From an optimization exercise on the open Yosys and OpenROAD flow, aimed at small area, a short achievable clock period and few clock cycles; shortcuts taken in it are not production practice. Function was checked by simulation only, so behaviour that the tests miss may differ from the original. Power figures rest on the tool's default switching activity, not on a simulated workload.

## north
## bch_encoder
module bch_encoder(rst, clk, msg, bch_dataout, done);
    input rst;
    input clk;
    input [190:0] msg;
    output reg [254:0] bch_dataout;
    output reg done;
    wire x191; bch_xn u191(.a(msg[30]), .b(msg[121]), .y(x191));
    wire x192; bch_xn u192(.a(msg[52]), .b(msg[76]), .y(x192));
    wire x193; bch_xn u193(.a(msg[75]), .b(msg[80]), .y(x193));
    wire x194; bch_xn u194(.a(msg[73]), .b(msg[176]), .y(x194));
    wire x195; bch_xn u195(.a(msg[2]), .b(msg[136]), .y(x195));
    wire x196; bch_xn u196(.a(msg[174]), .b(msg[175]), .y(x196));
    wire x197; bch_xn u197(.a(msg[74]), .b(msg[177]), .y(x197));
    wire x198; bch_xn u198(.a(msg[51]), .b(msg[178]), .y(x198));
    wire x199; bch_xn u199(.a(msg[179]), .b(msg[190]), .y(x199));
    wire x200; bch_xn u200(.a(msg[63]), .b(msg[98]), .y(x200));
    wire x201; bch_xn u201(.a(msg[114]), .b(msg[122]), .y(x201));
    wire x202; bch_xn u202(.a(msg[106]), .b(msg[137]), .y(x202));
    wire x203; bch_xn u203(.a(msg[33]), .b(msg[138]), .y(x203));
  ...
Size: roughly 2600 cells after synthesis, about 260 flip-flops, about 450 I/O pins, roughly 28000 um^2 of cells after synthesis.
export LEC_CHECK = 0
export CAP_MARGIN = 20
export CORE_MARGIN = 2
export CORE_UTILIZATION = 38
export SETUP_SLACK_MARGIN = 2.75
export SLEW_MARGIN = 20
export SYNTH_HIERARCHICAL = 1
export SYNTH_MINIMUM_KEEP_SIZE = 0
create_clock -name core_clock -period 6.0 [get_ports {clk}]
standard.sh (not shown) runs the stock make flow with config.mk's settings and CLKGATE_MAP_FILE= SYNTH_SCRIPT=/design/flow/synth_recipe.tcl, a recipe that flattens the netlist after the stock synthesis.
==> flow/flow/run.sh <==
#!/bin/bash
# Standard ORFS layout (standard synthesis) with one change: every input port
# is buffered with buf_4 and every output port with buf_1 (global_place.tcl's
# one buffer_ports call becomes two, in a copy of ORFS's scripts), instead of
# the resizer's default pick for both.
# make's output goes to make_finish.log here; ORFS's own logs are under orfs/logs.
set -euo pipefail
here=$(pwd)
IBUF=sky130_fd_sc_hd__buf_4
OBUF=sky130_fd_sc_hd__buf_1
rm -rf scripts_bp; cp -r "$FLOW_HOME/scripts" scripts_bp
sed -i 's|^    buffer_ports {\*}\[env_var_or_empty BUFFER_PORTS_ARGS\]|    buffer_ports -inputs -buffer_cell '"$IBUF"'; buffer_ports -outputs -buffer_cell '"$OBUF"'|' scripts_bp/global_place.tcl
grep -q "buffer_ports -inputs" scripts_bp/global_place.tcl
bash standard.sh "SCRIPTS_DIR=$here/scripts_bp" finish > make_finish.log 2>&1
Testbench counts of north, summed over its fixed seeds: cycles 480.
Input changes introduced in south (baseline for comparison: north):
# north
export LEC_CHECK = 0
export CAP_MARGIN = 20
export CORE_MARGIN = 2
export CORE_UTILIZATION = 38
export SETUP_SLACK_MARGIN = 2.75
export SLEW_MARGIN = 20
export SYNTH_HIERARCHICAL = 1
export SYNTH_MINIMUM_KEEP_SIZE = 0
create_clock -name core_clock -period 6.0 [get_ports {clk}]
# south
export LEC_CHECK = 0
export CAP_MARGIN = 20
export CORE_MARGIN = 2
export CORE_UTILIZATION = 35
export SETUP_SLACK_MARGIN = 2.75
export SLEW_MARGIN = 20
export SYNTH_HIERARCHICAL = 1
export SYNTH_MINIMUM_KEEP_SIZE = 0
create_clock -name core_clock -period 6.0 [get_ports {clk}]
diff --git a/flow/flow/run.sh b/flow/flow/run.sh
--- a/flow/flow/run.sh
+++ b/flow/flow/run.sh
@@ -5,2 +5,5 @@
 # the resizer's default pick for both.
+# Also: after global-route timing repair, gates off the critical paths are
+# downsized again (ORFS's RECOVER_POWER step, with its repair_timing call
+# patched to keep SETUP_SLACK_MARGIN as its setup margin).
 # make's output goes to make_finish.log here; ORFS's own logs are under orfs/logs.
@@ -13,2 +16,4 @@
 grep -q "buffer_ports -inputs" scripts_bp/global_place.tcl
-bash standard.sh "SCRIPTS_DIR=$here/scripts_bp" finish > make_finish.log 2>&1
+sed -i 's|^  append_env_var additional_args RECOVER_POWER -recover_power 1|  append_env_var additional_args RECOVER_POWER -recover_power 1\n  append_env_var additional_args SETUP_SLACK_MARGIN -setup_margin 1|' scripts_bp/util.tcl
+grep -q "SETUP_SLACK_MARGIN -setup_margin 1" scripts_bp/util.tcl
+bash standard.sh "SCRIPTS_DIR=$here/scripts_bp" RECOVER_POWER=100 finish > make_finish.log 2>&1
Results
Summary across north and south: the single failing run is south. south finished all stages; layout check result: FAIL, due to capacitance limit, slew limit. [compare] base=north new=south: worst reg-to-reg path cell count went down 1, post-route standard cell area excluding fillers went down, power per cell area grew by 0.68%, number of primary I/O pins stayed essentially flat. The count of plain and timing-repair buffers in the layout of south exceeds that of north by 8. A worst-path cell with the longest stage delay of sky130_fd_sc_hd__clkbuf_1 is what south shows, while sky130_fd_sc_hd__xnor2_1 belongs to north.
#### Input delta (east over south)
# south
export LEC_CHECK = 0
export CAP_MARGIN = 20
export CORE_MARGIN = 2
export CORE_UTILIZATION = 35
export SETUP_SLACK_MARGIN = 2.75
export SLEW_MARGIN = 20
export SYNTH_HIERARCHICAL = 1
export SYNTH_MINIMUM_KEEP_SIZE = 0
create_clock -name core_clock -period 6.0 [get_ports {clk}]
# east
export LEC_CHECK = 0
export CAP_MARGIN = 20
export CORE_MARGIN = 2
export CORE_UTILIZATION = 35
export SETUP_SLACK_MARGIN = 2.75
export SLEW_MARGIN = 20
export SYNTH_HIERARCHICAL = 1
export SYNTH_MINIMUM_KEEP_SIZE = 0
export TNS_END_PERCENT = 0
create_clock -name core_clock -period 6.0 [get_ports {clk}]
==> flow/flow/run.sh <==
#!/bin/bash
# Standard ORFS layout (standard synthesis) with one change: every input port
# is buffered with buf_4 and every output port with buf_1 (global_place.tcl's
# one buffer_ports call becomes two, in a copy of ORFS's scripts), instead of
# the resizer's default pick for both.
# make's output goes to make_finish.log here; ORFS's own logs are under orfs/logs.
set -euo pipefail
here=$(pwd)
IBUF=sky130_fd_sc_hd__buf_4
OBUF=sky130_fd_sc_hd__buf_1
rm -rf scripts_bp; cp -r "$FLOW_HOME/scripts" scripts_bp
sed -i 's|^    buffer_ports {\*}\[env_var_or_empty BUFFER_PORTS_ARGS\]|    buffer_ports -inputs -buffer_cell '"$IBUF"'; buffer_ports -outputs -buffer_cell '"$OBUF"'|' scripts_bp/global_place.tcl
grep -q "buffer_ports -inputs" scripts_bp/global_place.tcl
bash standard.sh "SCRIPTS_DIR=$here/scripts_bp" finish > make_finish.log 2>&1
==> summary.txt <==
east completed; timing, DRC and antenna clean
In south the implementation ran to completion but is not tape-out ready, as the final checks report capacitance limit, slew limit.
Changes observed in east relative to south: part of the total power dissipated in the clock network decreased 0.4 points; wire length on met2 went down by about 1.2%.
Higher total wire length after detailed routing goes to south over east.
east ends up with a growth of design area from synthesis to finish that is 3.3 points lower than in south.
What west does differently from east at the input level:
# east
export LEC_CHECK = 0
export CAP_MARGIN = 20
export CORE_MARGIN = 2
export CORE_UTILIZATION = 35
export SETUP_SLACK_MARGIN = 2.75
export SLEW_MARGIN = 20
export SYNTH_HIERARCHICAL = 1
export SYNTH_MINIMUM_KEEP_SIZE = 0
export TNS_END_PERCENT = 0
create_clock -name core_clock -period 6.0 [get_ports {clk}]
# west
export LEC_CHECK = 0
export CAP_MARGIN = 20
export CORE_MARGIN = 2
export CORE_UTILIZATION = 35
export SETUP_SLACK_MARGIN = 2.75
export SLEW_MARGIN = 20
export SYNTH_HIERARCHICAL = 1
export SYNTH_MINIMUM_KEEP_SIZE = 0
create_clock -name core_clock -period 6.0 [get_ports {clk}]
diff --git a/flow/flow/run.sh b/flow/flow/run.sh
--- a/flow/flow/run.sh
+++ b/flow/flow/run.sh
@@ -2,3 +2,3 @@
 # Standard ORFS layout (standard synthesis) with one change: every input port
-# is buffered with buf_4 and every output port with buf_1 (global_place.tcl's
+# is buffered with buf_2 and every output port with buf_1 (global_place.tcl's
 # one buffer_ports call becomes two, in a copy of ORFS's scripts), instead of
@@ -8,3 +8,3 @@
 here=$(pwd)
-IBUF=sky130_fd_sc_hd__buf_4
+IBUF=sky130_fd_sc_hd__buf_2
 OBUF=sky130_fd_sc_hd__buf_1
==> summary.txt <==
Number of clock buffers in the layout was lower in the run labelled west. There was hardly any difference in max capacitance violation total between east and west. Changes observed in west relative to east: critical path depth shows an increase of 1, minimum setup slack in the final design picked up an extra 0.28 ns, fraction of area in clock buffers and inverters has increased, part of the power in the clock network went up, total power density per cell area saw a decrease. [compare] base=east new=west: number of placed instances with taps included saw an increase; number of global-route vias before repair saw an increase; clock period minus worst slack saw a decrease.


Another version of the RTL of bch_encoder (not shown whole).
Size: roughly 260 flip-flops, roughly 450 I/O pins, ~0.032 mm2 of cells after synthesis.
clock: 6.0 ns
lec_check: 0
abc_clock_period_in_ps: 2500
cap_margin: 20
core_margin: 2
core_utilization: 55
setup_slack_margin: 3.5
slew_margin: 20
run.sh (not shown) runs the stock make flow with config.mk's settings and CLKGATE_MAP_FILE= SYNTH_SCRIPT=/design/flow/synth_recipe.tcl, a recipe that flattens the netlist after the stock synthesis.
Stock flow here: none of the scripts above is used.
The starting point did not get past global routing on GRT-0116.
Testbench counts at the start, summed over its fixed seeds: cycles 480.
Change:
Settings changed: ABC_CLOCK_PERIOD_IN_PS 2500 to unset, CORE_UTILIZATION 55 to 40, SETUP_SLACK_MARGIN 3.5 to unset.
This time the run finished with timing, DRC and antenna clean.
Synthesized cell count is unchanged.
Area after synthesis is unchanged.
Change:
==> flow/flow/run.sh (new file) <==
#!/bin/bash
# Standard ORFS layout, with two changes:
#  - the 3-input XOR/XNOR cells are added to the platform's don't-use list,
#    so the parity network maps to 2-input XOR/XNOR cells (smaller here);
#  - ports are buffered with buf_2 instead of the resizer's default pick.
set -euo pipefail
DU="sky130_fd_sc_hd__probe_p_8 sky130_fd_sc_hd__probec_p_8 sky130_fd_sc_hd__lpflow_bleeder_1 sky130_fd_sc_hd__lpflow_clkbufkapwr_1 sky130_fd_sc_hd__lpflow_clkbufkapwr_16 sky130_fd_sc_hd__lpflow_clkbufkapwr_2 sky130_fd_sc_hd__lpflow_clkbufkapwr_4 sky130_fd_sc_hd__lpflow_clkbufkapwr_8 sky130_fd_sc_hd__lpflow_clkinvkapwr_1 sky130_fd_sc_hd__lpflow_clkinvkapwr_16 sky130_fd_sc_hd__lpflow_clkinvkapwr_2 sky130_fd_sc_hd__lpflow_clkinvkapwr_4 sky130_fd_sc_hd__lpflow_clkinvkapwr_8 sky130_fd_sc_hd__lpflow_decapkapwr_12 sky130_fd_sc_hd__lpflow_decapkapwr_3 sky130_fd_sc_hd__lpflow_decapkapwr_4 sky130_fd_sc_hd__lpflow_decapkapwr_6 sky130_fd_sc_hd__lpflow_decapkapwr_8 sky130_fd_sc_hd__lpflow_inputiso0n_1 sky130_fd_sc_hd__lpflow_inputiso0p_1 sky130_fd_sc_hd__lpflow_inputiso1n_1 sky130_fd_sc_hd__lpflow_inputiso1p_1 sky130_fd_sc_hd__lpflow_inputisolatch_1 sky130_fd_sc_hd__lpflow_isobufsrc_1 sky130_fd_sc_hd__lpflow_isobufsrc_16 sky130_fd_sc_hd__lpflow_isobufsrc_2 sky130_fd_sc_hd__lpflow_isobufsrc_4 sky130_fd_sc_hd__lpflow_isobufsrc_8 sky130_fd_sc_hd__lpflow_isobufsrckapwr_16 sky130_fd_sc_hd__lpflow_lsbuf_lh_hl_isowell_tap_1 sky130_fd_sc_hd__lpflow_lsbuf_lh_hl_isowell_tap_2 sky130_fd_sc_hd__lpflow_lsbuf_lh_hl_isowell_tap_4 sky130_fd_sc_hd__lpflow_lsbuf_lh_isowell_4 sky130_fd_sc_hd__lpflow_lsbuf_lh_isowell_tap_1 sky130_fd_sc_hd__lpflow_lsbuf_lh_isowell_tap_2 sky130_fd_sc_hd__lpflow_lsbuf_lh_isowell_tap_4 sky130_fd_sc_hd__fill_1 sky130_fd_sc_hd__fill_2 sky130_fd_sc_hd__fill_4 sky130_fd_sc_hd__fill_8 "
DU="$DU sky130_fd_sc_hd__xor3_1 sky130_fd_sc_hd__xor3_2 sky130_fd_sc_hd__xor3_4"
DU="$DU sky130_fd_sc_hd__xnor3_1 sky130_fd_sc_hd__xnor3_2 sky130_fd_sc_hd__xnor3_4"
BP="${BP:-sky130_fd_sc_hd__buf_2}"
bash standard.sh "DONT_USE_CELLS=$DU" "BUFFER_PORTS_ARGS=-buffer_cell $BP" finish > make.log 2>&1
==> flow/standard.sh (new file) <==
#!/bin/bash
# synth_recipe.tcl (not shown) runs the flow's synth.tcl, then flattens the netlist and writes it again
# the make line also repeats each setting of config.mk as NAME=value (left out here)
make -C /OpenROAD-flow-scripts/flow DESIGN_CONFIG=/design/flow/config.mk WORK_HOME=/design/flow/orfs CLKGATE_MAP_FILE= SYNTH_SCRIPT=/design/flow/synth_recipe.tcl "${@:-finish}"
Settings changed: SETUP_SLACK_MARGIN set to 3.0.
removed: flow/run.sh
=> The new run finished clean. Setup slack improves by 2.4 ns. Critical path depth rose by 1. Maximum frequency rose by 72%. Wire length fell by 3.5%. First-iteration DRC count fell by 18%. Cell count rose by 10%.
Change:
==> flow/flow/run.sh (replaced) <==
#!/bin/bash
# Standard ORFS layout (standard synthesis) with these changes:
#  - the 3-input XOR/XNOR cells are added to the don't-use list, so the
#    parity network maps to 2-input XNOR/XOR cells (smaller here);
#  - every input port is buffered with buf_4 and every output port with
#    buf_1 (global_place.tcl's one buffer_ports call becomes two), instead of
#    the resizer's default pick for both.
# Each make run logs to its own file here; ORFS's own logs are under orfs/logs.
set -euo pipefail
here=$(pwd)
DU="sky130_fd_sc_hd__probe_p_8 sky130_fd_sc_hd__probec_p_8 sky130_fd_sc_hd__lpflow_bleeder_1 sky130_fd_sc_hd__lpflow_clkbufkapwr_1 sky130_fd_sc_hd__lpflow_clkbufkapwr_16 sky130_fd_sc_hd__lpflow_clkbufkapwr_2 sky130_fd_sc_hd__lpflow_clkbufkapwr_4 sky130_fd_sc_hd__lpflow_clkbufkapwr_8 sky130_fd_sc_hd__lpflow_clkinvkapwr_1 sky130_fd_sc_hd__lpflow_clkinvkapwr_16 sky130_fd_sc_hd__lpflow_clkinvkapwr_2 sky130_fd_sc_hd__lpflow_clkinvkapwr_4 sky130_fd_sc_hd__lpflow_clkinvkapwr_8 sky130_fd_sc_hd__lpflow_decapkapwr_12 sky130_fd_sc_hd__lpflow_decapkapwr_3 sky130_fd_sc_hd__lpflow_decapkapwr_4 sky130_fd_sc_hd__lpflow_decapkapwr_6 sky130_fd_sc_hd__lpflow_decapkapwr_8 sky130_fd_sc_hd__lpflow_inputiso0n_1 sky130_fd_sc_hd__lpflow_inputiso0p_1 sky130_fd_sc_hd__lpflow_inputiso1n_1 sky130_fd_sc_hd__lpflow_inputiso1p_1 sky130_fd_sc_hd__lpflow_inputisolatch_1 sky130_fd_sc_hd__lpflow_isobufsrc_1 sky130_fd_sc_hd__lpflow_isobufsrc_16 sky130_fd_sc_hd__lpflow_isobufsrc_2 sky130_fd_sc_hd__lpflow_isobufsrc_4 sky130_fd_sc_hd__lpflow_isobufsrc_8 sky130_fd_sc_hd__lpflow_isobufsrckapwr_16 sky130_fd_sc_hd__lpflow_lsbuf_lh_hl_isowell_tap_1 sky130_fd_sc_hd__lpflow_lsbuf_lh_hl_isowell_tap_2 sky130_fd_sc_hd__lpflow_lsbuf_lh_hl_isowell_tap_4 sky130_fd_sc_hd__lpflow_lsbuf_lh_isowell_4 sky130_fd_sc_hd__lpflow_lsbuf_lh_isowell_tap_1 sky130_fd_sc_hd__lpflow_lsbuf_lh_isowell_tap_2 sky130_fd_sc_hd__lpflow_lsbuf_lh_isowell_tap_4 sky130_fd_sc_hd__fill_1 sky130_fd_sc_hd__fill_2 sky130_fd_sc_hd__fill_4 sky130_fd_sc_hd__fill_8 "
DU="$DU sky130_fd_sc_hd__xor3_1 sky130_fd_sc_hd__xor3_2 sky130_fd_sc_hd__xor3_4"
DU="$DU sky130_fd_sc_hd__xnor3_1 sky130_fd_sc_hd__xnor3_2 sky130_fd_sc_hd__xnor3_4"
IBUF=${IBUF:-sky130_fd_sc_hd__buf_4}
OBUF=${OBUF:-sky130_fd_sc_hd__buf_1}
rm -rf scripts_xor; cp -r "$FLOW_HOME/scripts" scripts_xor
sed -i 's|^    buffer_ports {\*}\[env_var_or_empty BUFFER_PORTS_ARGS\]|    buffer_ports -inputs -buffer_cell '"$IBUF"'; buffer_ports -outputs -buffer_cell '"$OBUF"'|' scripts_xor/global_place.tcl
grep -q "buffer_ports -inputs" scripts_xor/global_place.tcl
bash standard.sh "DONT_USE_CELLS=$DU" "SCRIPTS_DIR=$here/scripts_xor" finish > make_finish.log 2>&1
Settings changed: CORE_UTILIZATION 40 to 35, SETUP_SLACK_MARGIN 3.0 to 2.75.
Via count falls by roughly a tenth.
Non-clock buffer count falls by 241.
Cell count is lower by a few percent.
Setup slack degrades by 0.12 ns.

port drivers added, routing unchanged:
No port has a modelled driver above. Below, the same layouts with a new extraction and two added sets of constraints. Step 1, drivers: a clkbuf_16 drives clk and a buf_2 each remaining input, both assumed. Step 2 also shifts input and output timing later by t, the mid clock arrival at the registers, as if the neighbouring blocks saw the same clock. Three values: ideal ports, drivers, drivers and shift; two values: the first two.
run	t, ns	slack for setup (ns)	worst register clock-pin slew, ns	max-slew violations
north	0.690	2.511 / 2.554 / 1.865	0.07 / 0.07	0 / 0
south	0.693	1.135 / 1.155 / 0.462	0.08 / 0.08	317 / 324
east	0.689	2.292 / 2.343 / 1.654	0.06 / 0.06	0 / 0
west	0.680	2.571 / 2.590 / 1.910	0.08 / 0.08	0 / 0
the second run of note 2	0.645	0.188 / 0.231 / -0.414	0.08 / 0.08	0 / 0
the third run of note 2	0.705	2.617 / 2.666 / 1.961	0.07 / 0.07	0 / 0
the fourth run of note 2	0.701	2.500 / 2.554 / 1.853	0.07 / 0.07	0 / 0
Met with ideal ports but missed after step 2: setup timing in the second run of note 2. With drivers on, slew violations rise in south. For south, which loses most, drivers alone change the setup slack by +0.020 ns; drivers and shift together by -0.673 ns.
